This is an optimization exercise on Yosys and OpenROAD, whose aim is small area, a short achievable clock period and few clock cycles, not a production implementation. RTL that was checked went through simulation tests only; none was proved equivalent to the original. Only the layout flow was run in runs 1, 2 and 5; the RTL was not checked for function there. The clock input has no modelled driver; a real chip could not lean on it and would need a root buffer or a full tree. Power is estimated from default activity; no workload was simulated.

==> design.v <==
module lcd_ctrl(clk, reset, datain, cmd, cmd_valid, dataout, output_valid, busy);
input           clk;
input           reset;
input   [7:0]   datain;
input   [2:0]   cmd;
input           cmd_valid;
output reg [7:0]   dataout;
output reg         output_valid;
output reg         busy;
localparam REFLASH     = 3'd0;
localparam LOAD_DATA   = 3'd1;
localparam SHIFT_RIGHT = 3'd2;
localparam SHIFT_LEFT  = 3'd3;
localparam SHIFT_UP    = 3'd4;
localparam SHIFT_DOWN  = 3'd5;
reg [7:0] ring [0:35];
reg       loading;       
reg [1:0] wa;            
reg [1:0] wb1, wb0;      
reg [1:0] row, col;      
reg       active;        
reg [1:0] jr, jc;        
reg [1:0] ra, rb;        
reg       pend;          
reg       lpend;         
reg       rdy;           
wire accept  = cmd_valid & rdy;
wire is_load = accept & (cmd == LOAD_DATA);
function [1:0] g(input [1:0] v);        
    g = v ^ (v >> 1);
endfunction
function [1:0] inc4(input [1:0] x);      
    inc4 = {x[0], ~x[1]};
endfunction
function [1:0] dec4(input [1:0] x);      
    dec4 = {~x[0], x[1]};
endfunction
function [1:0] inc3(input [1:0] x);      
    inc3 = {x[0], ~(x[1] | x[0])};
endfunction
function [1:0] dec3(input [1:0] x);      
    dec3 = {~(x[1] | x[0]), x[1]};
endfunction
wire mv_r = accept & (cmd != LOAD_DATA);
wire mr = mv_r & (cmd == SHIFT_RIGHT) & (col != g(2'd3));
wire ml = mv_r & (cmd == SHIFT_LEFT)  & (col != g(2'd0));
wire mu = mv_r & (cmd == SHIFT_UP)    & (row != g(2'd0));
wire md = mv_r & (cmd == SHIFT_DOWN)  & (row != g(2'd3));
wire mv_n = mu | md;      
wire m0   = ~(mr | ml | mu | md);
wire       b0z = (wb0 == 2'd0);
wire [1:0] wb1_dec = dec3(wb1);
wire [1:0] wb1_inc = inc3(wb1);
wire [1:0] na  = ({2{m0}} & dec4(wa)) | ({2{mr}} & wa) |
                 ({2{ml}} & ~wa) | ({2{mv_n}} & inc4(wa));
wire [1:0] nb0 = ({2{mr}} & wb0) | ({2{ml}} & inc3(wb0)) |
                 ({2{~(mr | ml)}} & dec3(wb0));
wire [1:0] nb1 = ({2{m0}} & (b0z ? wb1_dec : wb1)) |
                 ({2{mr}} & wb1) |
                 ({2{ml}} & ((wb0 == 2'd2) ? wb1 : wb1_dec)) |
                 ({2{mu}} & (b0z ? wb1 : wb1_inc)) |
                 ({2{md}} & (b0z ? wb1_inc : wb1_dec));
wire [1:0] wa_n  = is_load ? g(2'd2) : na;
wire [1:0] wb1_n = is_load ? 2'd1 : nb1;
wire [1:0] wb0_n = is_load ? 2'd2 : nb0;
wire last    = active & (jr == 2'd2) & (jc == 2'd2);
wire free    = ~active | last;
wire aligned = mr ? (wb0 == 2'd1) : ml ? (wb0 == 2'd0) : (wb0 == 2'd2);
wire ld_rdy  = lpend & (wa == g(2'd1)) & (wb1 == 2'd0) & (wb0 == 2'd2);
wire ld_end  = (wa == g(2'd3)) & (wb1 == 2'd2) & (wb0 == 2'd0);
wire start   = free & (ld_rdy | ((pend | mv_r) & aligned));
wire       nxt_row = (jc == 2'd2);
wire [1:0] jr_c = nxt_row ? inc3(jr) : jr;
wire [1:0] jc_c = inc3(jc);
wire [1:0] ra_c = nxt_row ? dec4(ra) : ra;        
wire [1:0] rb_c = nxt_row ? inc3(rb) : rb;        
wire t8_c  = (ra_c == g(2'd1)) & (rb_c == 2'd2);
wire t9_c  = (ra_c == g(2'd0)) & (rb_c == 2'd0);
wire t10_c = (ra_c == g(2'd3)) & (rb_c == 2'd1);
wire unsafe_go = ((jr_c != 2'd2) & t10_c) |
                 ((jr_c == 2'd0) & (t8_c | t9_c));
wire [1:0] pb1 = b0z ? wb1_dec : wb1;
wire unsafe_start =
                    ((wa == g(2'd2)) & (pb1 == 2'd2)) |
                    ((wa == g(2'd1)) & (pb1 == 2'd0)) |
                    ((wa == g(2'd0)) & (pb1 == 2'd1));
wire pend_n    = (pend | mv_r) & ~start;
wire lpend_n   = is_load | (lpend & ~ld_rdy);
wire loading_n = is_load | (loading & ~ld_end);
wire busy_n    = accept | loading_n | pend_n | lpend_n |
                 (start ? unsafe_start : (active & ~last & unsafe_go));
always @(posedge clk or posedge reset) begin
    if (reset) begin
        active       <= 1'b0;
        pend         <= 1'b0;
        lpend        <= 1'b0;
        loading      <= 1'b0;
        busy         <= 1'b0;
        rdy          <= 1'b1;
        output_valid <= 1'b0;
    end else begin
        active       <= start | (active & ~last);
        pend         <= pend_n;
        lpend        <= lpend_n;
        loading      <= loading_n;
        busy         <= busy_n;
        rdy          <= ~busy_n;
        output_valid <= active;
    end
end
reg [7:0] rdata;
integer t;
always @(*) begin
    rdata = 8'd0;
    for (t = 0; t < 12; t = t + 1)
        if (ra == g((3 * t + 1) % 4) && rb == (t % 3))
            rdata = rdata | ring[3 * t + 1];
end
always @(posedge clk) begin
    wa    <= wa_n;
    wb1   <= wb1_n;
    wb0   <= wb0_n;
    dataout <= rdata;
    if (start) begin
        jr <= 2'd0;
        jc <= 2'd0;
        ra <= na;
        rb <= nb1;
    end else begin
        jr <= jr_c;
        jc <= jc_c;
        ra <= ra_c;
        rb <= rb_c;
    end
    if (is_load) begin
        row <= g(2'd2);
        col <= g(2'd2);
    end else begin
        if (mr) col <= inc4(col);
        if (ml) col <= dec4(col);
        if (mu) row <= dec4(row);
        if (md) row <= inc4(row);
    end
end
integer i;
always @(posedge clk) begin
    for (i = 0; i < 35; i = i + 1)
        ring[i] <= ring[i + 1];
    ring[35] <= loading ? datain : ring[0];
end
endmodule
==> flow/run.sh <==
#!/bin/bash
# The standard layout (the standard.sh: standard synthesis, floorplan,
# placement, CTS, routing), with two settings changed:
#  - port buffers are buf_2 cells instead of the default delay-buffer choice;
#  - CTS clusters sinks 30 at a time within 100 um and adds no dummy loads.
# All of standard.sh's output goes to standard.log in this folder.
set -euo pipefail
export BUFFER_PORTS_ARGS="-buffer_cell sky130_fd_sc_hd__buf_2"
export CTS_ARGS="-sink_clustering_enable -repair_clock_nets -sink_clustering_size 30 -sink_clustering_max_diameter 100 -dont_use_dummy_load"
bash standard.sh > standard.log 2>&1
==> standard.sh <==
#!/bin/bash
# synth_recipe.tcl (not shown) runs the flow's synth.tcl, then flattens the netlist and writes it again
# the make line also repeats each setting of config.mk as NAME=value (left out here)
make -C /OpenROAD-flow-scripts/flow DESIGN_CONFIG=/design/flow/config.mk WORK_HOME=/design/flow/orfs CLKGATE_MAP_FILE= SYNTH_SCRIPT=/design/flow/synth_recipe.tcl "${@:-finish}"
==> config.mk <==
export PLATFORM = sky130hd
export DESIGN_NAME = lcd_ctrl
export DESIGN_NICKNAME = lcd_ctrl
export VERILOG_FILES = /design/flow/design.v
export SDC_FILE = /design/flow/constraint.sdc
export NUM_CORES = 4
export LEC_CHECK = 0
export ABC_CLOCK_PERIOD_IN_PS = 2000
export CAP_MARGIN = 20
export CORE_MARGIN = 2
export CORE_UTILIZATION = 60
export CTS_CLUSTER_DIAMETER = 100
export CTS_CLUSTER_SIZE = 30
export SETUP_SLACK_MARGIN = 2.5
export SLEW_MARGIN = 20
==> constraint.sdc <==
create_clock -name core_clock -period 4.5 [get_ports {clk}]
set_input_delay 0.9000 -clock core_clock [delete_from_list [all_inputs] [get_ports {clk}]]
set_output_delay 0.9000 -clock core_clock [all_outputs]
set_load 0.01 [all_outputs]
==> impl_metrics.prom, run 1 <==
# TYPE chip_impl_metric gauge
chip_impl_info{name="run_status",value="no timing/DRC/antenna violations"} 1
chip_impl_metric{name="timing.final.hold_violations",unit=""} 0
chip_impl_info{name="cp_slowest_cell",value="or3b_4"} 1
chip_impl_info{name="clock_tree.root_cell",value="clkbuf_16"} 1
chip_impl_metric{name="clk_latency",unit="ns"} 0.48
chip_impl_metric{name="synth_nets",unit=""} 612
chip_impl_metric{name="worst_pin_slew",unit="ns"} 0.6966
chip_impl_info{name="grt_setup_unrepaired",value="yes"} 1
chip_impl_metric{name="drt_iter0_drc",unit=""} 369
chip_impl_metric{name="pin_count",unit=""} 24
chip_impl_metric{name="synth_sequential_area_ratio",unit="%"} 78.22
chip_impl_metric{name="antenna-diode-count",unit=""} 0
chip_impl_metric{name="drv.max_cap_violation_count",unit=""} 0
chip_impl_metric{name="drt_pass1_iterations",unit=""} 5
chip_impl_metric{name="route.detailed.vias_per_inst",unit=""} 5.341
chip_impl_info{name="crit_top_cell",value="a31oi_4"} 1
chip_impl_info{name="timing.critical_path.max_delay_family",value="simple AND/OR/NAND/NOR gates"} 1
chip_impl_metric{name="via_count_of_the_first_global_routing_pass",unit=""} 4049
chip_impl_metric{name="peak_supply_drop",unit="mV"} 0.4939
chip_impl_metric{name="post_route_cells_drive_above_1_share",unit="%"} 16.51
chip_impl_info{name="cell_by_cell_trace_of_the_critical_path",value="buf_2 -> or3b_4 -> a31oi_4 -> nand3b_4 -> a31oi_4 -> buf_12 -> a211oi_2 -> a21oi_1"} 1
chip_impl_metric{name="avgSynthCellArea",unit="um2"} 13.82
chip_impl_info{name="cell_type_contributing_the_most_total_cell_area_after_synthesis",value="dfxtp_1"} 1
chip_impl_info{name="dominantRegCellSynth",value="dfxtp_1"} 1
chip_impl_metric{name="grt_pass1_wl",unit="mm"} 21.97
chip_impl_metric{name="timing.critical_path.fanout_max",unit=""} 10
chip_impl_metric{name="nets",unit=""} 640
chip_impl_metric{name="track_usage",unit="%"} 19.62
chip_impl_info{name="setup.worst_path.start_class",value="input pin"} 1
chip_impl_metric{name="portBuffers",unit=""} 23
chip_impl_metric{name="tritoncts.num_buffers",unit=""} 14
chip_impl_metric{name="drt_drc_violations_left",unit=""} 0
chip_impl_metric{name="routed_wire_per_std_cell",unit="um"} 17.72
chip_impl_metric{name="global_route_congestion_overflow_total",unit=""} 0
chip_impl_metric{name="finalSetupViolations",unit=""} 0
chip_impl_metric{name="finalWeightedCongestion",unit=""} 0.8596
chip_impl_info{name="critPathKind",value="input pin to register"} 1
chip_impl_metric{name="timing.critical_path.arrival",unit="ns"} 2.32
chip_impl_metric{name="yosys.area.top_type_share",unit="%"} 76.09
chip_impl_metric{name="power_density",unit="mW/mm2"} 704.9
chip_impl_metric{name="critical_path_buf_inv_count",unit=""} 2
chip_impl_metric{name="post-route-min-period",unit="ns"} 1.962
chip_impl_metric{name="post_synth_num_cell_types",unit=""} 58
chip_impl_info{name="hp-class",value="register to register"} 1
chip_impl_metric{name="start_util",unit="%"} 61.90
chip_impl_metric{name="area_growth_syn_to_layout",unit="%"} 9.693
chip_impl_metric{name="cts_sinks",unit=""} 321
chip_impl_metric{name="postLayoutCoreUtil",unit="%"} 67.89
chip_impl_metric{name="power.static_leakage",unit="uW"} 0.003655
chip_impl_metric{name="final_max_slew_viol_count",unit=""} 0
chip_impl_metric{name="fin_area",unit="mm2"} 0.009062
chip_impl_metric{name="dieArea",unit="mm2"} 0.01472
chip_impl_info{name="tritoncts",value="yes"} 1
chip_impl_metric{name="floorplan.core_area",unit="mm2"} 0.01335
chip_impl_metric{name="ys_seq_elements",unit=""} 321
chip_impl_info{name="critPathCaptureType",value="register"} 1
chip_impl_metric{name="synthesis.area",unit="mm2"} 0.008262
chip_impl_metric{name="skew",unit="ns"} 0.02169
chip_impl_metric{name="max_clock_buf_depth",unit=""} 3
chip_impl_metric{name="max_slew_margin",unit="%"} 53.56
chip_impl_metric{name="hpwl",unit="mm"} 8.750
chip_impl_metric{name="totalWireLength",unit="mm"} 14.18
chip_impl_metric{name="post_synth_inst_count",unit=""} 598
chip_impl_metric{name="fillCellCount",unit=""} 1005
chip_impl_metric{name="fp.dieW",unit="um"} 121.3
chip_impl_metric{name="htree_levels",unit=""} 1
chip_impl_metric{name="fmax",unit="GHz"} 0.5098
chip_impl_metric{name="antenna_violating_nets_left",unit=""} 0
chip_impl_metric{name="via_count",unit=""} 4273
chip_impl_info{name="synth.top_cells.by_area",value="dfxtp_1 (76%), a22oi_1 (2.8%), mux2_2 (2.5%)"} 1
chip_impl_metric{name="grt_start_max_net_pins",unit=""} 31
chip_impl_metric{name="post_dp_cell_area",unit="mm2"} 0.008551
chip_impl_metric{name="slowest_delay",unit="ns"} 0.41
chip_impl_metric{name="setup_total_negative_slack",unit="ns"} 0
chip_impl_metric{name="die_h",unit="um"} 121.3
chip_impl_metric{name="antenna_found_initial",unit=""} 0
chip_impl_info{name="synth.most_common_cell",value="dfxtp_1"} 1
chip_impl_metric{name="async_reset_ff_share",unit="%"} 2.181
chip_impl_metric{name="number_of_cell_rows",unit=""} 42
chip_impl_metric{name="ys.warnings.count",unit=""} 2
chip_impl_metric{name="clk_pin_slew",unit="ns"} 0.10
chip_impl_metric{name="period_share",unit="%"} 43.59
chip_impl_metric{name="worst_ep_required_time",unit="ns"} 4.86
chip_impl_metric{name="postCtsHoldBufs",unit=""} 0
chip_impl_info{name="synth.cells.most_frequent",value="dfxtp_1 (314), nor2_1 (42), a22oi_1 (31)"} 1
chip_impl_metric{name="synth_edf_count",unit=""} 0
[logic make-up after synthesis]
family          Yosys count  share of synthesized area (%)
simple gates            102                          6.195
flops                   321                          78.22
compound gates          108                          9.163
mux                      32                          4.301
buf+inv                  32                          1.802
xor+xnor                  3                         0.3181
[power by group]
part	switching (uW)	internal [uW]	total (uW)
logic	688	536	1220
registers	398	3430	3830
clock network	774	564	1340
total	1860	4530	6390
[what timing repair did]
item	4_1_cts	5_1_grt
gates resized for setup	14	9
pin swaps	1	5
buffers inserted	5	5
endpoints found under the setup margin	15	17
cloned	0	0
[flip-flops by register name, summed over array words and instances, names as in the netlist]
name	cells
ring	288
dataout	8
col	2
jc	2
jr	2
ra	2
rb	2
row	2
wa	2
wb0	2
wb1	2
active	1
busy	1
loading	1
lpend	1
output_valid	1
pend	1
rdy	1
[cells in the final DEF, fill, tap and decap left out, types with 4 or more instances in the layout]
cell type	n
mux2_2	18
nand2_1	21
or3_1	7
inv_1	9
mux2i_1	13
buf_2	22
dfrtp_1	6
o22ai_1	9
buf_4	11
a21oi_1	18
nor2_4	4
a211o_1	4
dfxtp_1	310
clkbuf_16	14
nor2_1	38
o21ai_0	16
a22oi_1	31
[area by class of cell]
cell class                 count  area, um2  share of cell area (%)
timing repair buffer          35      224.0                   2.471
clock buffer                  14      350.3                   3.866
inverter                       9      33.78                  0.3728
tap                          176      220.2                   2.430
sequential                   321       6472                   71.42
multi-input combinational    245       1762                   19.44
[final timing paths]
check                      slack (ns)  cells past startpoint        start           to
hold / removal                   0.32                      0  ring[29][0]  ring[28][0]
setup reg to reg                 2.57                      6          rdy        jc[1]
min in group asynchronous        0.33                      2        reset         pend
hold reg to reg                  0.32                      0  ring[29][0]  ring[28][0]
max in group asynchronous        3.90                      2        reset          rdy
setup / recovery                 2.54                      8       cmd[2]        rb[0]
[layer usage]
layer / track usage [%] / share of wire, %
met5: 0 / 0
met4: 5.675 / 2.1
met1: 28.17 / 49
met2: 31.43 / 46
met3: 2.585 / 3.4
[worst reg2reg max path, cell delays in order, from the launching register on]
cell and delay [ns]:
dfstp_2 0.61, and4b_2 0.28, o21ai_4 0.09, a211o_1 0.29, a31oi_4 0.21, buf_12 0.16, and2b_2 0.22
[stage by stage]
step           std cells  power (uW)  setup slack, ns  hold slack, ns
6_report             800        6389            2.538          0.3204
3_3_place_gp         776        4975            1.882          0.3099
2_1_floorplan        598        4583            2.228          0.3096
5_1_grt              800        6689            2.489          0.3279
4_1_cts              795        6386            2.479          0.3234
3_5_place_dp         776        5011            1.847          0.3121
==> run 2: changes to the inputs <==
==> flow/run.sh (replaced) <==
#!/bin/bash
# The standard layout (the standard.sh: standard synthesis, floorplan,
# placement, CTS, routing), with these changes:
#  - port buffers are buf_2 cells instead of the default delay-buffer choice;
#  - CTS clusters sinks 30 at a time within 100 um and adds no dummy loads;
#  - after CTS, the middle level of the clock tree is removed, so the root
#    clock buffer drives the leaf clock buffers directly (flatten_clock.tcl).
# Each tool's output goes to its own log in this folder.
set -euo pipefail
export BUFFER_PORTS_ARGS="-buffer_cell sky130_fd_sc_hd__buf_2"
export CTS_ARGS="-sink_clustering_enable -repair_clock_nets -sink_clustering_size 30 -sink_clustering_max_diameter 100 -dont_use_dummy_load"
bash standard.sh cts > standard_cts.log 2>&1
CTS_ODB=$PWD/orfs/results/sky130hd/lcd_ctrl/base/4_cts.odb \
  openroad -no_init -exit flow/flatten_clock.tcl > flatten_clock.log 2>&1
bash standard.sh > standard.log 2>&1
==> flow/flatten_clock.tcl (new file) <==
# Remove the middle level of the clock tree that CTS built: every clock
# buffer that is driven by the root clock buffer (the one the clock port
# drives) and drives only clock buffers is taken out, and its loads are
# driven by the root buffer directly.  All registers stay at the same depth
# (port -> root buffer -> leaf buffer -> register), so the tree stays
# balanced; it only gets one stage shorter.
read_db $::env(CTS_ODB)
set block [ord::get_db_block]
proc is_clkbuf {inst} {
  return [string match "sky130_fd_sc_hd__clkbuf_*" [[$inst getMaster] getName]]
}
set removed 0
foreach inst [$block getInsts] {
  if {![is_clkbuf $inst]} { continue }
  set a [$inst findITerm A]
  set x [$inst findITerm X]
  set in [$a getNet]
  set out [$x getNet]
  if {$in == "NULL" || $out == "NULL"} { continue }
  set drv ""
  foreach it [$in getITerms] {
    if {[$it isOutputSignal]} { set drv [$it getInst] }
  }
  if {$drv == "" || ![is_clkbuf $drv]} { continue }
  set dnet [[$drv findITerm A] getNet]
  if {$dnet == "NULL" || [llength [$dnet getBTerms]] == 0} { continue }
  set ok 1
  foreach it [$out getITerms] {
    if {$it != $x && ![is_clkbuf [$it getInst]]} { set ok 0 }
  }
  if {!$ok} { continue }
  puts "bypass [$inst getName]: loads of [$out getName] move to [$in getName]"
  foreach it [$out getITerms] {
    if {$it != $x} {
      $it disconnect
      $it connect $in
    }
  }
  $a disconnect
  $x disconnect
  odb::dbInst_destroy $inst
  odb::dbNet_destroy $out
  incr removed
}
puts "removed $removed clock buffers"
write_db $::env(CTS_ODB)
--- a/config.mk
+++ b/config.mk
@@ -11,5 +11,5 @@
 export CORE_UTILIZATION = 60
 export CTS_CLUSTER_DIAMETER = 100
 export CTS_CLUSTER_SIZE = 30
-export SETUP_SLACK_MARGIN = 2.5
+export SETUP_SLACK_MARGIN = 2.7
 export SLEW_MARGIN = 20
==> impl_metrics.prom, run 2 <==
# TYPE chip_impl_metric gauge
chip_impl_info{name="max_flop_register",value="ring"} 1
chip_impl_metric{name="ys.warnings.count",unit=""} 2
chip_impl_info{name="synth.cells.most_frequent",value="dfxtp_1 (314), nor2_1 (42), a22oi_1 (31)"} 1
chip_impl_metric{name="area_growth_syn_to_layout",unit="%"} 12.86
chip_impl_metric{name="routed_wire_per_std_cell",unit="um"} 18.03
chip_impl_info{name="rr_startpoint",value="rdy"} 1
chip_impl_metric{name="clk_pin_slew",unit="ns"} 0.11
chip_impl_metric{name="post_route_cells_drive_above_1_share",unit="%"} 20.87
chip_impl_metric{name="fin_cells",unit=""} 818
chip_impl_metric{name="yosys.area.top_type_share",unit="%"} 76.09
chip_impl_metric{name="clk_latency",unit="ns"} 0.42
chip_impl_info{name="hp-class",value="register to register"} 1
chip_impl_metric{name="hpwl",unit="mm"} 8.830
chip_impl_metric{name="number_of_cell_rows",unit=""} 42
chip_impl_metric{name="synthesis.area",unit="mm2"} 0.008262
chip_impl_info{name="setup.worst_path.start_class",value="input pin"} 1
chip_impl_info{name="critPathKind",value="input pin to register"} 1
chip_impl_metric{name="antenna-diode-count",unit=""} 0
chip_impl_metric{name="totalWireLength",unit="mm"} 14.75
chip_impl_metric{name="grt_start_max_net_pins",unit=""} 31
chip_impl_metric{name="largest_register_ffs",unit=""} 288
chip_impl_metric{name="rr_worst_depth",unit=""} 6
chip_impl_info{name="critPathCaptureType",value="register"} 1
chip_impl_metric{name="timing.critical_path.fanout_max",unit=""} 6
chip_impl_metric{name="portBuffers",unit=""} 23
chip_impl_metric{name="drv.max_cap_violation_count",unit=""} 0
chip_impl_metric{name="worst_ep_required_time",unit="ns"} 4.83
chip_impl_metric{name="pin_count",unit=""} 24
chip_impl_metric{name="nets",unit=""} 658
chip_impl_metric{name="via_count",unit=""} 4346
chip_impl_metric{name="antenna_violating_nets_left",unit=""} 0
chip_impl_metric{name="setup_total_negative_slack",unit="ns"} 0
chip_impl_metric{name="post_synth_num_cell_types",unit=""} 58
chip_impl_metric{name="postCtsHoldBufs",unit=""} 0
chip_impl_info{name="most_used_cells_in_the_layout_excluding_fill_and_tap_cells",value="dfxtp_1 (306), nor2_1 (35), a22oi_1 (31)"} 1
chip_impl_metric{name="power.static_leakage",unit="uW"} 0.003771
chip_impl_metric{name="die_h",unit="um"} 121.3
chip_impl_metric{name="drt_drc_violations_left",unit=""} 0
chip_impl_info{name="dominantRegCellSynth",value="dfxtp_1"} 1
chip_impl_info{name="endpoint_of_the_worst_hold_path",value="ring[19][7]"} 1
chip_impl_metric{name="antenna_found_initial",unit=""} 0
chip_impl_metric{name="cts_sinks",unit=""} 321
chip_impl_info{name="critical_path.reg2reg.endpoint",value="jc[1]"} 1
chip_impl_metric{name="drt_iter0_drc",unit=""} 241
chip_impl_info{name="hold_start",value="ring[20][7]"} 1
chip_impl_metric{name="skew",unit="ns"} 0.01842
chip_impl_metric{name="synth_sequential_area_ratio",unit="%"} 78.22
chip_impl_metric{name="finalWeightedCongestion",unit=""} 0.8523
chip_impl_metric{name="route.detailed.vias_per_inst",unit=""} 5.313
chip_impl_metric{name="fin_area",unit="mm2"} 0.009324
chip_impl_metric{name="synth_edf_count",unit=""} 0
chip_impl_metric{name="peak_supply_drop",unit="mV"} 0.4972
chip_impl_metric{name="worst_pin_slew",unit="ns"} 0.7109
chip_impl_info{name="layout_top_registers",value="ring: 288 flops, dataout: 8 flops"} 1
chip_impl_metric{name="fmax",unit="GHz"} 0.5210
chip_impl_metric{name="synth_nets",unit=""} 612
chip_impl_metric{name="placed_cells_incl_taps",unit=""} 776
chip_impl_info{name="synth.top_cells.by_area",value="dfxtp_1 (76%), a22oi_1 (2.8%), mux2_2 (2.5%)"} 1
chip_impl_metric{name="avgSynthCellArea",unit="um2"} 13.82
chip_impl_metric{name="post-route-min-period",unit="ns"} 1.920
chip_impl_metric{name="finalSetupViolations",unit=""} 0
chip_impl_metric{name="period_share",unit="%"} 42.66
chip_impl_metric{name="grt_pass1_wl",unit="mm"} 22.46
chip_impl_info{name="grt_setup_unrepaired",value="yes"} 1
chip_impl_metric{name="final_max_slew_viol_count",unit=""} 0
chip_impl_metric{name="fp.dieW",unit="um"} 121.3
chip_impl_metric{name="timing.final.hold_violations",unit=""} 0
chip_impl_metric{name="fillCellCount",unit=""} 934
chip_impl_metric{name="post_synth_inst_count",unit=""} 598
chip_impl_metric{name="start_util",unit="%"} 61.90
chip_impl_metric{name="drt_pass1_iterations",unit=""} 4
chip_impl_metric{name="timing.critical_path.arrival",unit="ns"} 2.25
chip_impl_metric{name="r2r_setup_slack",unit="ns"} 2.61
chip_impl_metric{name="power_density",unit="mW/mm2"} 695.4
chip_impl_info{name="final_common_cell",value="dfxtp_1"} 1
chip_impl_metric{name="post_dp_cell_area",unit="mm2"} 0.008551
chip_impl_metric{name="global_route_congestion_overflow_total",unit=""} 0
chip_impl_metric{name="max_slew_margin",unit="%"} 52.61
chip_impl_info{name="synth.most_common_cell",value="dfxtp_1"} 1
chip_impl_info{name="run_status",value="no timing/DRC/antenna violations"} 1
chip_impl_metric{name="whs_path_depth",unit=""} 0
chip_impl_metric{name="floorplan.core_area",unit="mm2"} 0.01335
chip_impl_metric{name="async_reset_ff_share",unit="%"} 2.181
chip_impl_metric{name="track_usage",unit="%"} 20.98
chip_impl_metric{name="via_count_of_the_first_global_routing_pass",unit=""} 4194
chip_impl_info{name="cell_type_contributing_the_most_total_cell_area_after_synthesis",value="dfxtp_1"} 1
chip_impl_metric{name="ys_seq_elements",unit=""} 321
chip_impl_metric{name="postLayoutCoreUtil",unit="%"} 69.85
chip_impl_metric{name="dieArea",unit="mm2"} 0.01472
## run 2: area by class of cell
| cell class | instances | area [um2] | area share, % |
|---|---|---|---|
| clock buffer | 12 | 300.3 | 3.221 |
| tap | 176 | 220.2 | 2.362 |
| inverter | 9 | 37.54 | 0.4026 |
| timing repair buffer | 55 | 473.0 | 5.072 |
| multi-input combinational | 245 | 1813 | 19.44 |
| sequential | 321 | 6480 | 69.50 |
## run 2: metrics by stage
step	total power (uW)	worst slack (ns)	hold WS, ns
2_1_floorplan	4584	2.228	0.3096
3_3_place_gp	4982	1.883	0.3099
3_5_place_dp	5021	1.859	0.3121
4_1_cts	6483	2.600	0.3023
5_1_grt	6793	2.565	0.3297
6_report	6484	2.581	0.3158
## run 2: where the power goes
| part | total [uW] | internal [uW] | switching [uW] | leakage (uW) |
|---|---|---|---|---|
| combinational | 1430 | 653 | 774 | 0.000932 |
| sequential | 3820 | 3430 | 388 | 0.00269 |
| clock | 1240 | 482 | 754 | 0.000148 |
| total | 6480 | 4570 | 1920 | 0.00377 |
## run 2: cells by family after synthesis
kind of cell | after synthesis | synth area share [%]
flops | 321 | 78.22
xor+xnor | 3 | 0.3181
simple gates | 102 | 6.195
buf+inv | 32 | 1.802
compound gates | 108 | 9.163
mux | 32 | 4.301
## run 2: repair_timing
action                     4_1_cts  5_1_grt
setup endpoints to repair       32       28
pin swaps                        9       12
setup buffers                   11       19
gates resized for setup         40       28
## run 2: critical path: stages
cell and delay, ns:
buf_12 0.11, and4b_2 0.31, o21ai_4 0.08, a211o_1 0.28
a31oi_4 0.20, buf_4 0.16, and2b_2 0.21
## run 2: metal layers
| metal | part of all wire [%] | vias to the layer above | wire (um) | GRT usage, % |
|---|---|---|---|---|
| li1 | - | 2122 | - | - |
| met3 | 4.0 | 22 | 587 | 5.592 |
| met5 | 0 | - | 0 | 0 |
| met1 | 48 | 2124 | 7009 | 28.47 |
| met2 | 47 | 78 | 6863 | 32.90 |
| met4 | 1.9 | 0 | 287 | 6.968 |
## run 2: worst max-delay path by stage
stage | from | end | cells after the start
final | cmd[2] | jc[1] | 7
after detailed placement | cmd[2] | busy | 7
after CTS | rdy | busy | 6
after floorplan | cmd[2] | busy | 7
after global routing | rdy | jc[1] | 6
after global placement | cmd[0] | rb[0] | 7
==> run 3: changes to the inputs <==
==> design.v (replaced) <==
module lcd_ctrl(clk, reset, datain, cmd, cmd_valid, dataout, output_valid, busy);
input           clk;
input           reset;
input   [7:0]   datain;
input   [2:0]   cmd;
input           cmd_valid;
output reg [7:0]   dataout;
output reg         output_valid;
output reg         busy;
localparam REFLASH     = 3'd0;
localparam LOAD_DATA   = 3'd1;
localparam SHIFT_RIGHT = 3'd2;
localparam SHIFT_LEFT  = 3'd3;
localparam SHIFT_UP    = 3'd4;
localparam SHIFT_DOWN  = 3'd5;
reg [7:0] ring [0:35];
reg       loading;       
reg       mv_r;          
reg       mr, ml, mu, md;  
reg [1:0] wa;            
reg [1:0] wb1, wb0;      
reg [1:0] row, col;      
reg       active;        
reg [1:0] jr, jc;        
reg [1:0] ra, rb;        
reg       pend;          
reg       lpend;         
wire accept  = cmd_valid & ~busy;
wire is_load = accept & (cmd == LOAD_DATA);
function [1:0] inc3(input [1:0] x);
    inc3 = (x == 2'd2) ? 2'd0 : x + 2'd1;
endfunction
function [1:0] dec3(input [1:0] x);
    dec3 = (x == 2'd0) ? 2'd2 : x - 2'd1;
endfunction
wire acc_mv = accept & (cmd != LOAD_DATA);
wire mr_n = acc_mv & (cmd == SHIFT_RIGHT) & (col != 2'd3);
wire ml_n = acc_mv & (cmd == SHIFT_LEFT)  & (col != 2'd0);
wire mu_n = acc_mv & (cmd == SHIFT_UP)    & (row != 2'd0);
wire md_n = acc_mv & (cmd == SHIFT_DOWN)  & (row != 2'd3);
wire mv_n = mu | md;      
wire m0   = ~(mr | ml | mu | md);
wire       b0z = (wb0 == 2'd0);
wire [1:0] wb1_dec = dec3(wb1);
wire [1:0] wb1_inc = inc3(wb1);
wire [1:0] na  = ({2{m0}} & (wa - 2'd1)) | ({2{mr}} & wa) |
                 ({2{ml}} & (wa - 2'd2)) | ({2{mv_n}} & (wa + 2'd1));
wire [1:0] nb0 = ({2{mr}} & wb0) | ({2{ml}} & inc3(wb0)) |
                 ({2{~(mr | ml)}} & dec3(wb0));
wire [1:0] nb1 = ({2{m0}} & (b0z ? wb1_dec : wb1)) |
                 ({2{mr}} & wb1) |
                 ({2{ml}} & ((wb0 == 2'd2) ? wb1 : wb1_dec)) |
                 ({2{mu}} & (b0z ? wb1 : wb1_inc)) |
                 ({2{md}} & (b0z ? wb1_inc : wb1_dec));
wire [1:0] wa_n  = is_load ? 2'd2 : na;
wire [1:0] wb1_n = is_load ? 2'd1 : nb1;
wire [1:0] wb0_n = is_load ? 2'd2 : nb0;
wire last    = active & (jr == 2'd2) & (jc == 2'd2);
wire free    = ~active | last;
wire aligned = mr ? (wb0 == 2'd0) : ml ? (wb0 == 2'd2) : (wb0 == 2'd1);
wire ld_rdy  = lpend & (wa == 2'd0) & (wb1 == 2'd0) & (wb0 == 2'd1);
wire ld_end  = (wa == 2'd3) & (wb1 == 2'd2) & (wb0 == 2'd0);
wire start   = free & (ld_rdy | ((pend | mv_r) & aligned));
wire       nxt_row = (jc == 2'd2);
wire [1:0] jr_c = nxt_row ? jr + 2'd1 : jr;
wire [1:0] jc_c = nxt_row ? 2'd0 : jc + 2'd1;
wire [1:0] ra_c = nxt_row ? ra - 2'd1 : ra;       
wire [1:0] rb_c = nxt_row ? inc3(rb) : rb;        
wire t8_c  = (ra_c == 2'd0) & (rb_c == 2'd2);
wire t9_c  = (ra_c == 2'd3) & (rb_c == 2'd0);
wire t10_c = (ra_c == 2'd2) & (rb_c == 2'd1);
wire unsafe_go = ((jr_c != 2'd2) & (jc_c != 2'd2) & t10_c) |
                 ((jr_c == 2'd0) & (jc_c != 2'd2) & t8_c) |
                 ((jr_c == 2'd0) & t9_c);
wire unsafe_start = ((na == 2'd0) & (nb1 == 2'd2)) |
                    ((na == 2'd3) & (nb1 == 2'd0)) |
                    ((na == 2'd2) & (nb1 == 2'd1));
wire pend_n    = (pend | mv_r) & ~start;
wire lpend_n   = is_load | (lpend & ~ld_rdy);
wire loading_n = is_load | (loading & ~ld_end);
wire busy_n    = accept | loading_n | pend_n | lpend_n |
                 (start ? unsafe_start : (active & ~last & unsafe_go));
always @(posedge clk or posedge reset) begin
    if (reset) begin
        active       <= 1'b0;
        pend         <= 1'b0;
        lpend        <= 1'b0;
        loading      <= 1'b0;
        mv_r         <= 1'b0;
        busy         <= 1'b0;
        output_valid <= 1'b0;
    end else begin
        active       <= start | (active & ~last);
        pend         <= pend_n;
        lpend        <= lpend_n;
        loading      <= loading_n;
        mv_r         <= acc_mv;
        busy         <= busy_n;
        output_valid <= active;
    end
end
reg [7:0] rdata;
integer t;
always @(*) begin
    rdata = 8'd0;
    for (t = 0; t < 12; t = t + 1)
        if (ra == ((3 * t) % 4) && rb == (t % 3))
            rdata = rdata | ring[3 * t];
end
always @(posedge clk) begin
    mr    <= mr_n;
    ml    <= ml_n;
    mu    <= mu_n;
    md    <= md_n;
    wa    <= wa_n;
    wb1   <= wb1_n;
    wb0   <= wb0_n;
    dataout <= rdata;
    if (start) begin
        jr <= 2'd0;
        jc <= 2'd0;
        ra <= na;
        rb <= nb1;
    end else begin
        jr <= jr_c;
        jc <= jc_c;
        ra <= ra_c;
        rb <= rb_c;
    end
    if (is_load) begin
        row <= 2'd2;
        col <= 2'd2;
    end else begin
        if (mr) col <= col + 2'd1;
        if (ml) col <= col - 2'd1;
        if (mu) row <= row - 2'd1;
        if (md) row <= row + 2'd1;
    end
end
integer i;
always @(posedge clk) begin
    for (i = 0; i < 35; i = i + 1)
        ring[i] <= ring[i + 1];
    ring[35] <= loading ? datain : ring[0];
end
endmodule
--- a/config.mk
+++ b/config.mk
@@ -11,5 +11,5 @@
 export CORE_UTILIZATION = 60
 export CTS_CLUSTER_DIAMETER = 100
 export CTS_CLUSTER_SIZE = 30
-export SETUP_SLACK_MARGIN = 2.7
+export SETUP_SLACK_MARGIN = 2.5
 export SLEW_MARGIN = 20
==> impl_metrics.prom, run 3 <==
# TYPE chip_impl_metric gauge
chip_impl_info{name="dominantRegCellSynth",value="dfxtp_1"} 1
chip_impl_metric{name="final_max_slew_viol_count",unit=""} 0
chip_impl_metric{name="peak_supply_drop",unit="mV"} 0.4123
chip_impl_info{name="max_flop_register",value="ring"} 1
chip_impl_metric{name="r2r_setup_slack",unit="ns"} 2.61
chip_impl_metric{name="power_density",unit="mW/mm2"} 762.9
chip_impl_metric{name="fin_hold_ws",unit="ns"} 0.3155
chip_impl_metric{name="synth-simple-area-share",unit="%"} 5.982
chip_impl_metric{name="start_util",unit="%"} 61.05
chip_impl_metric{name="synth_adder_area_share",unit="%"} 2.381
chip_impl_metric{name="fillCellCount",unit=""} 1058
chip_impl_metric{name="largest_register_ffs",unit=""} 288
chip_impl_metric{name="synth_edf_count",unit=""} 0
chip_impl_metric{name="proportion_of_power_drawn_by_flip_flops_and_latches",unit="%"} 62.8
chip_impl_metric{name="rr_worst_depth",unit=""} 8
chip_impl_info{name="critPathCaptureType",value="register"} 1
chip_impl_info{name="synth.top_cells.by_area",value="dfxtp_1 (76%), ha_1 (2.4%), dfrtp_1 (2.1%)"} 1
chip_impl_info{name="rr_startpoint",value="wb0[0]"} 1
chip_impl_metric{name="via_count_of_the_first_global_routing_pass",unit=""} 4277
chip_impl_metric{name="yosys.area.top_type_share",unit="%"} 75.71
chip_impl_metric{name="timing.critical_path.fanout_max",unit=""} 8
chip_impl_info{name="setup.worst_path.start",value="wb0[0]"} 1
chip_impl_metric{name="power.static_leakage",unit="uW"} 0.003678
chip_impl_metric{name="postLayoutCoreUtil",unit="%"} 65.70
chip_impl_metric{name="post-route-worst-setup-slack",unit="ns"} 2.615
chip_impl_metric{name="dpl_worst_slack",unit="ns"} 2.371
chip_impl_metric{name="floorplan.core_area",unit="mm2"} 0.01377
chip_impl_metric{name="finalSetupViolations",unit=""} 0
chip_impl_metric{name="timing.critical_path.arrival",unit="ns"} 2.24
chip_impl_info{name="synth_top_family_by_area",value="compound AO/OA/AOI/OAI gates"} 1
chip_impl_metric{name="cts_sinks",unit=""} 325
chip_impl_metric{name="number_of_cell_rows",unit=""} 43
chip_impl_info{name="setup.worst_path.end",value="busy"} 1
chip_impl_metric{name="totalWireLength",unit="mm"} 13.70
chip_impl_metric{name="switching_power",unit="uW"} 1956
chip_impl_info{name="synth.most_common_cell",value="dfxtp_1"} 1
chip_impl_metric{name="period_share",unit="%"} 41.89
chip_impl_metric{name="synthesis.area",unit="mm2"} 0.008408
chip_impl_metric{name="die_h",unit="um"} 122.4
chip_impl_info{name="setup.worst_path.start_class",value="register"} 1
chip_impl_metric{name="drt_iter0_drc",unit=""} 328
chip_impl_metric{name="routed_wire_per_std_cell",unit="um"} 17.25
chip_impl_metric{name="post_dp_cell_area",unit="mm2"} 0.008643
chip_impl_metric{name="antenna_violating_nets_left",unit=""} 0
chip_impl_metric{name="fmax",unit="GHz"} 0.5305
chip_impl_metric{name="finalWeightedCongestion",unit=""} 0.8149
chip_impl_info{name="hp-class",value="register to register"} 1
chip_impl_metric{name="antenna-diode-count",unit=""} 0
chip_impl_metric{name="antenna_found_initial",unit=""} 0
chip_impl_info{name="final_common_cell",value="dfxtp_1"} 1
chip_impl_metric{name="drt_drc_violations_left",unit=""} 0
chip_impl_metric{name="grt_start_max_net_pins",unit=""} 31
chip_impl_metric{name="dieArea",unit="mm2"} 0.01498
chip_impl_metric{name="async_reset_ff_share",unit="%"} 2.154
chip_impl_metric{name="fin_area",unit="mm2"} 0.009049
chip_impl_metric{name="cellInternalPower",unit="uW"} 4948
chip_impl_metric{name="postCtsHoldBufs",unit=""} 0
chip_impl_metric{name="post_route_cells_drive_above_1_share",unit="%"} 13.19
chip_impl_metric{name="ys_seq_elements",unit=""} 325
chip_impl_metric{name="ys.warnings.count",unit=""} 2
chip_impl_metric{name="grt_pass1_wl",unit="mm"} 21.87
chip_impl_metric{name="hpwl",unit="mm"} 8.508
chip_impl_metric{name="fraction_of_power_consumed_by_combinational_cells",unit="%"} 19.3
chip_impl_metric{name="fp.dieW",unit="um"} 122.4
chip_impl_info{name="critical_path.reg2reg.endpoint",value="busy"} 1
chip_impl_info{name="layout_top_registers",value="ring: 288 flops, dataout: 8 flops"} 1
chip_impl_metric{name="synth_xor_xnor_area_share",unit="%"} 0.5208
chip_impl_metric{name="global_route_congestion_overflow_total",unit=""} 0
chip_impl_metric{name="area_growth_syn_to_layout",unit="%"} 7.619
chip_impl_metric{name="setup_total_negative_slack",unit="ns"} 0
chip_impl_info{name="cell_type_contributing_the_most_total_cell_area_after_synthesis",value="dfxtp_1"} 1
chip_impl_metric{name="route.detailed.vias_per_inst",unit=""} 5.359
chip_impl_metric{name="synth.area.mux_share",unit="%"} 1.935
chip_impl_metric{name="clk_pin_slew",unit="ns"} 0.11
chip_impl_info{name="synth.cells.most_frequent",value="dfxtp_1 (318), nand2_1 (33), nor2_1 (20)"} 1
chip_impl_metric{name="nets",unit=""} 646
chip_impl_metric{name="post-route-min-period",unit="ns"} 1.885
chip_impl_metric{name="clock_power_share",unit="%"} 17.9
chip_impl_metric{name="track_usage",unit="%"} 19.48
chip_impl_metric{name="timing.final.hold_violations",unit=""} 0
chip_impl_metric{name="power_switching_share",unit="%"} 28.33
chip_impl_metric{name="synth_nets",unit=""} 622
chip_impl_metric{name="whs_path_depth",unit=""} 0
chip_impl_metric{name="clk_latency",unit="ns"} 0.41
chip_impl_metric{name="drv.max_cap_violation_count",unit=""} 0
chip_impl_metric{name="via_count",unit=""} 4255
chip_impl_metric{name="pin_count",unit=""} 24
chip_impl_metric{name="complex_gate_fraction_of_the_synthesized_area",unit="%"} 9.241
chip_impl_metric{name="post_synth_num_cell_types",unit=""} 58
chip_impl_metric{name="portBuffers",unit=""} 23
chip_impl_metric{name="skew",unit="ns"} 0.01889
chip_impl_metric{name="avgSynthCellArea",unit="um2"} 14.20
chip_impl_info{name="critPathKind",value="register to register"} 1
chip_impl_metric{name="synth_sequential_area_ratio",unit="%"} 77.80
chip_impl_info{name="grt_setup_unrepaired",value="no"} 1
chip_impl_metric{name="drt_pass1_iterations",unit=""} 4
chip_impl_info{name="run_status",value="no timing/DRC/antenna violations"} 1
chip_impl_metric{name="worst_pin_slew",unit="ns"} 0.6586
chip_impl_metric{name="max_slew_margin",unit="%"} 56.09
chip_impl_info{name="most_used_cells_in_the_layout_excluding_fill_and_tap_cells",value="dfxtp_1 (310), nand2_1 (33), buf_2 (23)"} 1
chip_impl_metric{name="worst_ep_required_time",unit="ns"} 4.85
chip_impl_metric{name="post_synth_inst_count",unit=""} 592
==> run 3: layer usage <==
metal	global-route usage [%]	routed length (um)	vias to the layer above
li1	-	-	2069
met1	26.76	6742	2083
met2	30.28	6218	81
met3	5.297	529	22
met4	6.034	205	0
met5	0	0	-
==> run 3: critical path: stages, from the launching register on <==
cell and delay (ns):
dfxtp_2 0.38, inv_2 0.08, ha_4 0.19, or4_1 0.45, a21oi_2 0.21, a2111oi_4 0.07, buf_4 0.16, nand4bb_1 0.16
nand4_1 0.12
==> run 3: cell type report <==
class | instances | area [um2] | share of cell area [%]
Clock buffer | 12 | 300.3 | 3.319
Inverter | 16 | 60.06 | 0.6637
Multi-Input combinational cell | 230 | 1722 | 19.03
Sequential cell | 325 | 6554 | 72.43
Tap cell | 180 | 225.2 | 2.489
Timing Repair Buffer | 31 | 187.7 | 2.074
==> run 3: how the worst min path moves through the flow <==
stage	startpoint	endpoint	slack [ns]
6_report	ring[10][4]	ring[9][4]	0.32
5_1_grt	ring[5][4]	ring[4][4]	0.32
4_1_cts	reset	active	0.32
3_5_place_dp	ring[34][0]	ring[33][0]	0.31
3_3_place_gp	ring[31][1]	ring[30][1]	0.31
2_1_floorplan	ring[1][0]	ring[0][0]	0.31
==> run 3: power groups by stage <==
stage	clock, uW	sequential (uW)	combinational [uW]
after global routing	1380	4440	1480
after global placement	0	4350	1190
final	1240	4340	1330
after floorplan	0	4160	987
after detailed placement	0	4380	1240
after CTS	1370	4330	1270
==> run 3: through the flow <==
stage	power [uW]	instances
after floorplan	5143	592
after global placement	5541	776
after detailed placement	5618	776
after CTS	6978	792
after global routing	7293	794
final	6903	794
==> run 3: logic make-up after synthesis <==
logic type               count (synthesis)
flip-flops                             325
AND/OR/NAND/NOR                        100
AO/OA/AOI/OAI                           94
buffers and inverters                   37
adder cells (fa/ha/maj)                 16
multiplexers                            15
XOR/XNOR                                 5
==> run 3: what timing repair did <==
| action | 4_1_cts | 5_1_grt |
|---|---|---|
| setup buffers | 2 | 4 |
| pin swaps | 2 | 3 |
| resized for setup | 4 | 17 |
| endpoints found under the setup margin | 17 | 5 |
Testbench counts of run 3, summed over its fixed seeds: cycles 148,278.
==> run 4: changes to the inputs <==
--- a/config.mk
+++ b/config.mk
@@ -11,5 +11,5 @@
 export CORE_UTILIZATION = 60
 export CTS_CLUSTER_DIAMETER = 100
 export CTS_CLUSTER_SIZE = 30
-export SETUP_SLACK_MARGIN = 2.5
+export SETUP_SLACK_MARGIN = 2.65
 export SLEW_MARGIN = 20
==> impl_metrics.prom, run 4 <==
# TYPE chip_impl_metric gauge
chip_impl_metric{name="antenna-diode-count",unit=""} 0
chip_impl_info{name="dominantRegCellSynth",value="dfxtp_1"} 1
chip_impl_metric{name="floorplan.core_area",unit="mm2"} 0.01377
chip_impl_metric{name="clock_power_share",unit="%"} 17.7
chip_impl_metric{name="max_slew_margin",unit="%"} 55.34
chip_impl_metric{name="fp.dieW",unit="um"} 122.4
chip_impl_metric{name="antenna_found_initial",unit=""} 0
chip_impl_metric{name="switching_power",unit="uW"} 1993
chip_impl_metric{name="avgSynthCellArea",unit="um2"} 14.20
chip_impl_info{name="grt_setup_unrepaired",value="yes"} 1
chip_impl_info{name="layout_top_registers",value="ring: 288 flops, dataout: 8 flops"} 1
chip_impl_info{name="cp_slowest_cell",value="dfrtp_1"} 1
chip_impl_metric{name="synth_nets",unit=""} 622
chip_impl_metric{name="drt_drc_violations_left",unit=""} 0
chip_impl_metric{name="whs_path_depth",unit=""} 0
chip_impl_info{name="hold_start",value="ring[10][4]"} 1
chip_impl_metric{name="cts_sinks",unit=""} 325
chip_impl_info{name="synth.top_cells.by_area",value="dfxtp_1 (76%), ha_1 (2.4%), dfrtp_1 (2.1%)"} 1
chip_impl_metric{name="period_share",unit="%"} 41.28
chip_impl_metric{name="track_usage",unit="%"} 19.52
chip_impl_metric{name="die_h",unit="um"} 122.4
chip_impl_metric{name="power_density",unit="mW/mm2"} 763.3
chip_impl_metric{name="cellInternalPower",unit="uW"} 5012
chip_impl_metric{name="start_util",unit="%"} 61.05
chip_impl_metric{name="post_synth_num_cell_types",unit=""} 58
chip_impl_metric{name="ys_seq_elements",unit=""} 325
chip_impl_metric{name="clk_pin_slew",unit="ns"} 0.11
chip_impl_metric{name="dpl_worst_slack",unit="ns"} 2.371
chip_impl_metric{name="timing.final.hold_violations",unit=""} 0
chip_impl_metric{name="grt_pass1_wl",unit="mm"} 21.92
chip_impl_metric{name="worst_ep_required_time",unit="ns"} 3.60
chip_impl_info{name="most_used_cells_in_the_layout_excluding_fill_and_tap_cells",value="dfxtp_1 (305), nand2_1 (33), buf_2 (23)"} 1
chip_impl_info{name="synth.cells.most_frequent",value="dfxtp_1 (318), nand2_1 (33), nor2_1 (20)"} 1
chip_impl_metric{name="routed_wire_per_std_cell",unit="um"} 17.35
chip_impl_metric{name="portBuffers",unit=""} 23
chip_impl_metric{name="peak_supply_drop",unit="mV"} 0.4125
chip_impl_info{name="max_flop_register",value="ring"} 1
chip_impl_metric{name="synth_edf_count",unit=""} 0
chip_impl_metric{name="drt_pass1_iterations",unit=""} 5
chip_impl_metric{name="setup_total_negative_slack",unit="ns"} 0
chip_impl_info{name="final_common_cell",value="dfxtp_1"} 1
chip_impl_metric{name="hpwl",unit="mm"} 8.508
chip_impl_metric{name="clk_latency",unit="ns"} 0.42
chip_impl_metric{name="dieArea",unit="mm2"} 0.01498
chip_impl_info{name="critPathCaptureType",value="output pin"} 1
chip_impl_info{name="endpoint_of_the_worst_hold_path",value="ring[9][4]"} 1
chip_impl_metric{name="finalWeightedCongestion",unit=""} 0.8149
chip_impl_info{name="rr_startpoint",value="wb0[1]"} 1
chip_impl_metric{name="post-route-worst-setup-slack",unit="ns"} 2.642
chip_impl_metric{name="timing.critical_path.arrival",unit="ns"} 0.96
chip_impl_metric{name="yosys.area.top_type_share",unit="%"} 75.71
chip_impl_metric{name="synth_sequential_area_ratio",unit="%"} 77.80
chip_impl_metric{name="via_count",unit=""} 4281
chip_impl_info{name="run_status",value="no timing/DRC/antenna violations"} 1
chip_impl_info{name="critPathKind",value="register to output pin"} 1
chip_impl_metric{name="power_switching_share",unit="%"} 28.45
chip_impl_metric{name="postLayoutCoreUtil",unit="%"} 66.63
chip_impl_metric{name="fillCellCount",unit=""} 1039
chip_impl_metric{name="largest_register_ffs",unit=""} 288
chip_impl_metric{name="finalSetupViolations",unit=""} 0
chip_impl_metric{name="critical_path_buf_inv_count",unit=""} 1
chip_impl_metric{name="drt_iter0_drc",unit=""} 304
chip_impl_metric{name="global_route_congestion_overflow_total",unit=""} 0
chip_impl_metric{name="via_count_of_the_first_global_routing_pass",unit=""} 4299
chip_impl_metric{name="antenna_violating_nets_left",unit=""} 0
chip_impl_metric{name="slowest_delay",unit="ns"} 0.40
chip_impl_info{name="cell_type_contributing_the_most_total_cell_area_after_synthesis",value="dfxtp_1"} 1
chip_impl_metric{name="area_growth_syn_to_layout",unit="%"} 9.152
chip_impl_info{name="critical_path.reg2reg.endpoint",value="busy"} 1
chip_impl_metric{name="totalWireLength",unit="mm"} 13.84
chip_impl_info{name="hp-class",value="register to register"} 1
chip_impl_metric{name="worst_pin_slew",unit="ns"} 0.6699
chip_impl_metric{name="synthesis.area",unit="mm2"} 0.008408
chip_impl_metric{name="r2r_setup_slack",unit="ns"} 2.66
chip_impl_info{name="setup.worst_path.start_class",value="register"} 1
chip_impl_metric{name="drv.max_cap_violation_count",unit=""} 0
chip_impl_info{name="cell_by_cell_trace_of_the_critical_path",value="buf_2"} 1
chip_impl_metric{name="post_synth_inst_count",unit=""} 592
chip_impl_metric{name="proportion_of_power_drawn_by_flip_flops_and_latches",unit="%"} 62.0
chip_impl_metric{name="pin_count",unit=""} 24
chip_impl_metric{name="number_of_cell_rows",unit=""} 43
chip_impl_metric{name="grt_start_max_net_pins",unit=""} 31
chip_impl_metric{name="skew",unit="ns"} 0.02002
chip_impl_metric{name="rr_worst_depth",unit=""} 7
chip_impl_metric{name="nets",unit=""} 650
chip_impl_metric{name="ys.warnings.count",unit=""} 2
chip_impl_metric{name="fmax",unit="GHz"} 0.5383
chip_impl_metric{name="post_route_cells_drive_above_1_share",unit="%"} 16.02
chip_impl_metric{name="timing.critical_path.fanout_max",unit=""} 2
chip_impl_info{name="timing.critical_path.max_delay_family",value="flip-flops"} 1
chip_impl_metric{name="final_max_slew_viol_count",unit=""} 0
chip_impl_metric{name="post-route-min-period",unit="ns"} 1.858
chip_impl_metric{name="route.detailed.vias_per_inst",unit=""} 5.365
chip_impl_info{name="synth.most_common_cell",value="dfxtp_1"} 1
chip_impl_metric{name="power.static_leakage",unit="uW"} 0.003715
chip_impl_metric{name="report.power.total",unit="uW"} 7005
chip_impl_metric{name="fraction_of_power_consumed_by_combinational_cells",unit="%"} 20.3
chip_impl_metric{name="async_reset_ff_share",unit="%"} 2.154
run 4: layout make-up:
| type | count | area, um2 | area share, % |
|---|---|---|---|
| multi-input cells | 230 | 1780 | 19.40 |
| inverters | 16 | 65.06 | 0.7089 |
| flip-flops and latches | 325 | 6568 | 71.56 |
| clock buffers | 12 | 300.3 | 3.272 |
| repair buffers | 35 | 239.0 | 2.604 |
| well taps | 180 | 225.2 | 2.454 |
run 4: what timing repair did:
| item | in CTS | in global routing |
|---|---|---|
| cloned | 0 | 1 |
| gates resized for setup | 14 | 31 |
| pin swaps | 2 | 9 |
| hold buffers | 0 | 0 |
| setup endpoints to repair | 25 | 16 |
| setup buffers | 4 | 5 |
run 4: logic make-up after synthesis:
logic type / share of synthesized area [%]
adders and majority gates: 2.381
AOI/OAI and AO/OA: 9.241
DFF: 77.80
and+or+nand+nor: 5.982
xor gates and xnor gates: 0.5209
muxes: 1.935
buffers and inverters: 2.143
run 4: stage by stage:
| step | instance area [um2] | cells | hold slack, ns |
|---|---|---|---|
| after CTS | 9076 | 794 | 0.3208 |
| after global routing | 9178 | 798 | 0.3213 |
| final | 9178 | 798 | 0.3138 |
| after detailed placement | 8643 | 776 | 0.3121 |
| after global placement | 8643 | 776 | 0.3096 |
| after floorplan | 8408 | 592 | 0.3096 |
run 4: per-layer routing:
metal / vias up / share of wire (%) / global-route usage [%]
li1: 2079 / - / -
met1: 2114 / 49 / 26.89
met2: 72 / 46 / 30.14
met3: 16 / 3.7 / 5.390
met4: 0 / 1.0 / 6.178
met5: - / 0 / 0
run 4: how the worst max path moves through the flow:
stage            from          to  slack (ns)  depth (start not counted)
2_1_floorplan  wb0[0]       ra[1]        2.69                          8
3_5_place_dp    ra[0]  dataout[1]        2.37                          5
5_1_grt        wb0[1]        busy        2.56                          7
4_1_cts         rb[1]        busy        2.50                          6
6_report         busy        busy        2.64                          1
3_3_place_gp   wb0[0]        busy        2.44                          7
run 4: power by group through the flow:
stage	sequential, uW	clock (uW)	combinational (uW)
5_1_grt	4450	1380	1570
3_5_place_dp	4380	0	1240
3_3_place_gp	4350	0	1190
2_1_floorplan	4160	0	987
4_1_cts	4340	1370	1320
6_report	4350	1240	1420
==> run 5: changes to the inputs <==
--- a/design.v
+++ b/design.v
@@ -25,7 +25,8 @@
 reg [1:0] ra, rb;        
 reg       pend;          
 reg       lpend;         
-wire accept  = cmd_valid & ~busy;
+reg       rdy;           
+wire accept  = cmd_valid & rdy;
 wire is_load = accept & (cmd == LOAD_DATA);
 function [1:0] inc3(input [1:0] x);
     inc3 = (x == 2'd2) ? 2'd0 : x + 2'd1;
@@ -88,6 +89,7 @@
         loading      <= 1'b0;
         mv_r         <= 1'b0;
         busy         <= 1'b0;
+        rdy          <= 1'b1;
         output_valid <= 1'b0;
     end else begin
         active       <= start | (active & ~last);
@@ -96,6 +98,7 @@
         loading      <= loading_n;
         mv_r         <= acc_mv;
         busy         <= busy_n;
+        rdy          <= ~busy_n;
         output_valid <= active;
     end
 end
--- a/config.mk
+++ b/config.mk
@@ -11,5 +11,5 @@
 export CORE_UTILIZATION = 60
 export CTS_CLUSTER_DIAMETER = 100
 export CTS_CLUSTER_SIZE = 30
-export SETUP_SLACK_MARGIN = 2.65
+export SETUP_SLACK_MARGIN = 2.7
 export SLEW_MARGIN = 20
==> impl_metrics.prom, run 5 <==
# TYPE chip_impl_metric gauge
chip_impl_info{name="synth.top_cells.by_area",value="dfxtp_1 (76%), ha_1 (2.4%), dfrtp_1 (2.1%)"} 1
chip_impl_metric{name="async_reset_ff_share",unit="%"} 2.454
chip_impl_info{name="synth.most_common_cell",value="dfxtp_1"} 1
chip_impl_metric{name="start_util",unit="%"} 61.01
chip_impl_metric{name="route.detailed.vias_per_inst",unit=""} 5.257
chip_impl_metric{name="power.static_leakage",unit="uW"} 0.003734
chip_impl_metric{name="pin_count",unit=""} 24
chip_impl_metric{name="drt_drc_violations_left",unit=""} 0
chip_impl_metric{name="timing.critical_path.arrival",unit="ns"} 2.42
chip_impl_metric{name="global_route_congestion_overflow_total",unit=""} 0
chip_impl_metric{name="totalWireLength",unit="mm"} 14.07
chip_impl_metric{name="power_density",unit="mW/mm2"} 615.3
chip_impl_metric{name="cts_sinks",unit=""} 326
chip_impl_metric{name="dieArea",unit="mm2"} 0.01497
chip_impl_metric{name="max_slew_margin",unit="%"} 55.15
chip_impl_metric{name="synth_edf_count",unit=""} 0
chip_impl_metric{name="portBuffers",unit=""} 23
chip_impl_metric{name="drt_iter0_drc",unit=""} 272
chip_impl_metric{name="antenna-diode-count",unit=""} 0
chip_impl_metric{name="fraction_of_power_consumed_by_combinational_cells",unit="%"} 21.6
chip_impl_metric{name="synthesis.area",unit="mm2"} 0.008403
chip_impl_metric{name="switching_power",unit="uW"} 1602
chip_impl_metric{name="largest_register_ffs",unit=""} 288
chip_impl_metric{name="timing.final.hold_violations",unit=""} 0
chip_impl_metric{name="fp.dieW",unit="um"} 122.3
chip_impl_info{name="grt_setup_unrepaired",value="yes"} 1
chip_impl_metric{name="nets",unit=""} 665
chip_impl_metric{name="finalSetupViolations",unit=""} 0
chip_impl_metric{name="final_max_slew_viol_count",unit=""} 0
chip_impl_metric{name="area_growth_syn_to_layout",unit="%"} 11.55
chip_impl_metric{name="finalWeightedCongestion",unit=""} 0.8247
chip_impl_metric{name="post_route_cells_drive_above_1_share",unit="%"} 17.22
chip_impl_metric{name="floorplan.core_area",unit="mm2"} 0.01377
chip_impl_info{name="most_used_cells_in_the_layout_excluding_fill_and_tap_cells",value="dfxtp_1 (305), nand2_1 (28), a22oi_1 (20)"} 1
chip_impl_info{name="max_flop_register",value="ring"} 1
chip_impl_metric{name="drt_pass1_iterations",unit=""} 5
chip_impl_info{name="synth.cells.most_frequent",value="dfxtp_1 (318), nand2_1 (28), a21oi_1 (20), a22oi_1 (20), nor2_1 (20)"} 1
chip_impl_metric{name="die_h",unit="um"} 122.3
chip_impl_metric{name="synth_sequential_area_ratio",unit="%"} 78.16
chip_impl_metric{name="clk_pin_slew",unit="ns"} 0.11
chip_impl_metric{name="synth_nets",unit=""} 629
chip_impl_metric{name="ys.warnings.count",unit=""} 2
chip_impl_info{name="dominantRegCellSynth",value="dfxtp_1"} 1
chip_impl_metric{name="routed_wire_per_std_cell",unit="um"} 17.31
chip_impl_metric{name="worst_pin_slew",unit="ns"} 0.6727
chip_impl_metric{name="setup_total_negative_slack",unit="ns"} 0
chip_impl_metric{name="ys_seq_elements",unit=""} 326
chip_impl_metric{name="proportion_of_power_drawn_by_flip_flops_and_latches",unit="%"} 56.8
chip_impl_metric{name="period_share",unit="%"} 45.75
chip_impl_metric{name="clk_latency",unit="ns"} 0.42
chip_impl_metric{name="antenna_violating_nets_left",unit=""} 0
chip_impl_metric{name="power_switching_share",unit="%"} 27.78
chip_impl_info{name="run_status",value="no timing/DRC/antenna violations"} 1
chip_impl_info{name="critPathKind",value="register to register"} 1
chip_impl_metric{name="fmax",unit="GHz"} 0.4857
chip_impl_metric{name="grt_start_max_net_pins",unit=""} 31
chip_impl_metric{name="clock_power_share",unit="%"} 21.5
chip_impl_metric{name="peak_supply_drop",unit="mV"} 0.3870
chip_impl_info{name="layout_top_registers",value="ring: 288 flops, dataout: 8 flops"} 1
chip_impl_metric{name="grt_pass1_wl",unit="mm"} 21.81
chip_impl_metric{name="antenna_found_initial",unit=""} 0
chip_impl_metric{name="post_synth_num_cell_types",unit=""} 51
chip_impl_metric{name="avgSynthCellArea",unit="um2"} 14.03
chip_impl_metric{name="via_count_of_the_first_global_routing_pass",unit=""} 4260
chip_impl_info{name="critPathCaptureType",value="register"} 1
chip_impl_metric{name="worst_ep_required_time",unit="ns"} 4.86
chip_impl_metric{name="cellInternalPower",unit="uW"} 4166
chip_impl_metric{name="yosys.area.top_type_share",unit="%"} 75.76
chip_impl_info{name="hp-class",value="register to register"} 1
chip_impl_info{name="cell_type_contributing_the_most_total_cell_area_after_synthesis",value="dfxtp_1"} 1
chip_impl_metric{name="via_count",unit=""} 4274
chip_impl_metric{name="track_usage",unit="%"} 19.54
chip_impl_metric{name="number_of_cell_rows",unit=""} 43
chip_impl_metric{name="post-route-min-period",unit="ns"} 2.059
chip_impl_metric{name="postLayoutCoreUtil",unit="%"} 68.06
chip_impl_metric{name="hpwl",unit="mm"} 8.445
chip_impl_info{name="final_common_cell",value="dfxtp_1"} 1
chip_impl_metric{name="timing.critical_path.fanout_max",unit=""} 5
chip_impl_metric{name="drv.max_cap_violation_count",unit=""} 0
chip_impl_metric{name="skew",unit="ns"} 0.01390
chip_impl_metric{name="post_synth_inst_count",unit=""} 599
chip_impl_info{name="setup.worst_path.start_class",value="register"} 1
run 5: power groups by stage:
| stage | clock (uW) | combinational (uW) | sequential (uW) |
|---|---|---|---|
| global placement | 0 | 880 | 3310 |
| floorplan | 0 | 714 | 3240 |
| finish | 1240 | 1250 | 3280 |
| global route | 1370 | 1360 | 3300 |
| CTS | 1380 | 1070 | 3260 |
| detailed placement | 0 | 909 | 3310 |
run 5: stage by stage:
stage	hold WS (ns)	worst slack [ns]	area, um2	total power, uW	instances
after floorplan	0.3096	2.444	8424	3955	599
after global placement	0.3096	2.339	8667	4187	781
after detailed placement	0.3121	2.240	8667	4224	781
after CTS	0.3212	2.424	9228	5709	804
after global routing	0.3304	2.372	9374	6037	813
final	0.3227	2.441	9374	5768	813
run 5: layout make-up:
type	instances	area (um2)
clock buffer	12	300.3
fill	1039	4399
inverter	15	58.81
multi-input combinational	237	1838
sequential	326	6591
tap	180	225.2
timing repair buffer	43	360.3
run 5: cells by family after synthesis:
kind of cell	synth area share, %
flip-flops	78.16
AO/OA/AOI/OAI	9.351
AND/OR/NAND/NOR	5.673
buffers and inverters	1.846
multiplexers	2.070
adder cells (fa/ha/maj)	2.382
XOR/XNOR	0.5212
run 5: repair_timing:
action,in CTS,in global routing
pin swaps,5,10
resized for setup,34,15
setup buffers,8,11
setup endpoints to repair,29,24
hold buffers,0,0
cloned,1,0
run 5: critical path, stage by stage (launching register included):
cell and delay [ns]:
dfxtp_2 0.37, inv_4 0.06, ha_4 0.16, a221oi_4 0.30, o41ai_4 0.15, a221o_2 0.45, nor4b_4 0.28, nor3b_2 0.08
o21a_1 0.17
run 5: path summary, 6_finish.rpt:
check | to | from | depth (start not counted) | slack [ns]
setup / recovery | rdy | wb0[0] | 8 | 2.44
hold / removal | ring[21][3] | ring[22][3] | 0 | 0.32
min in group asynchronous | busy | reset | 2 | 0.41
hold reg to reg | ring[21][3] | ring[22][3] | 0 | 0.32
max in group asynchronous | rdy | reset | 2 | 3.80
setup reg to reg | rdy | wb0[0] | 8 | 2.44
run 5: routing by layer:
metal	vias to the layer above	track usage, %	part of all wire, %
met1	2070	26.56	49
met4	0	7.615	1.8
li1	2110	-	-
met3	20	5.530	3.7
met2	74	29.83	46
met5	-	0	0

[what the ideal ports hide]
How much do the figures lean on ideal ports? The routed layouts below were timed once more, with nothing changed but the port constraints. Step 1: set_driving_cell puts a clkbuf_16 on clk and a buf_2 on each other input, an assumption about the parent block. Step 2 also shifts input and output timing later by t, the mid clock arrival at the registers, as if the neighbouring blocks saw the same clock. Slacks: ideal ports / drivers / drivers and shift; pairs: ideal ports / drivers.
run | t, ns | setup slack, ns | slew at the worst register clock pin (ns)
run 1 | 0.508 | 2.538 / 2.548 / 2.040 | 0.11 / 0.11
run 2 | 0.459 | 2.581 / 2.569 / 2.110 | 0.11 / 0.11
run 3 | 0.444 | 2.615 / 2.590 / 2.615 | 0.11 / 0.11
run 4 | 0.444 | 2.642 / 2.604 / 2.634 | 0.11 / 0.11
run 5 | 0.456 | 2.441 / 2.441 / 2.441 | 0.11 / 0.11
After both steps every run listed still meets setup and hold. For run 1, which loses most, drivers alone change the setup slack by +0.010 ns; drivers and shift together by -0.498 ns.
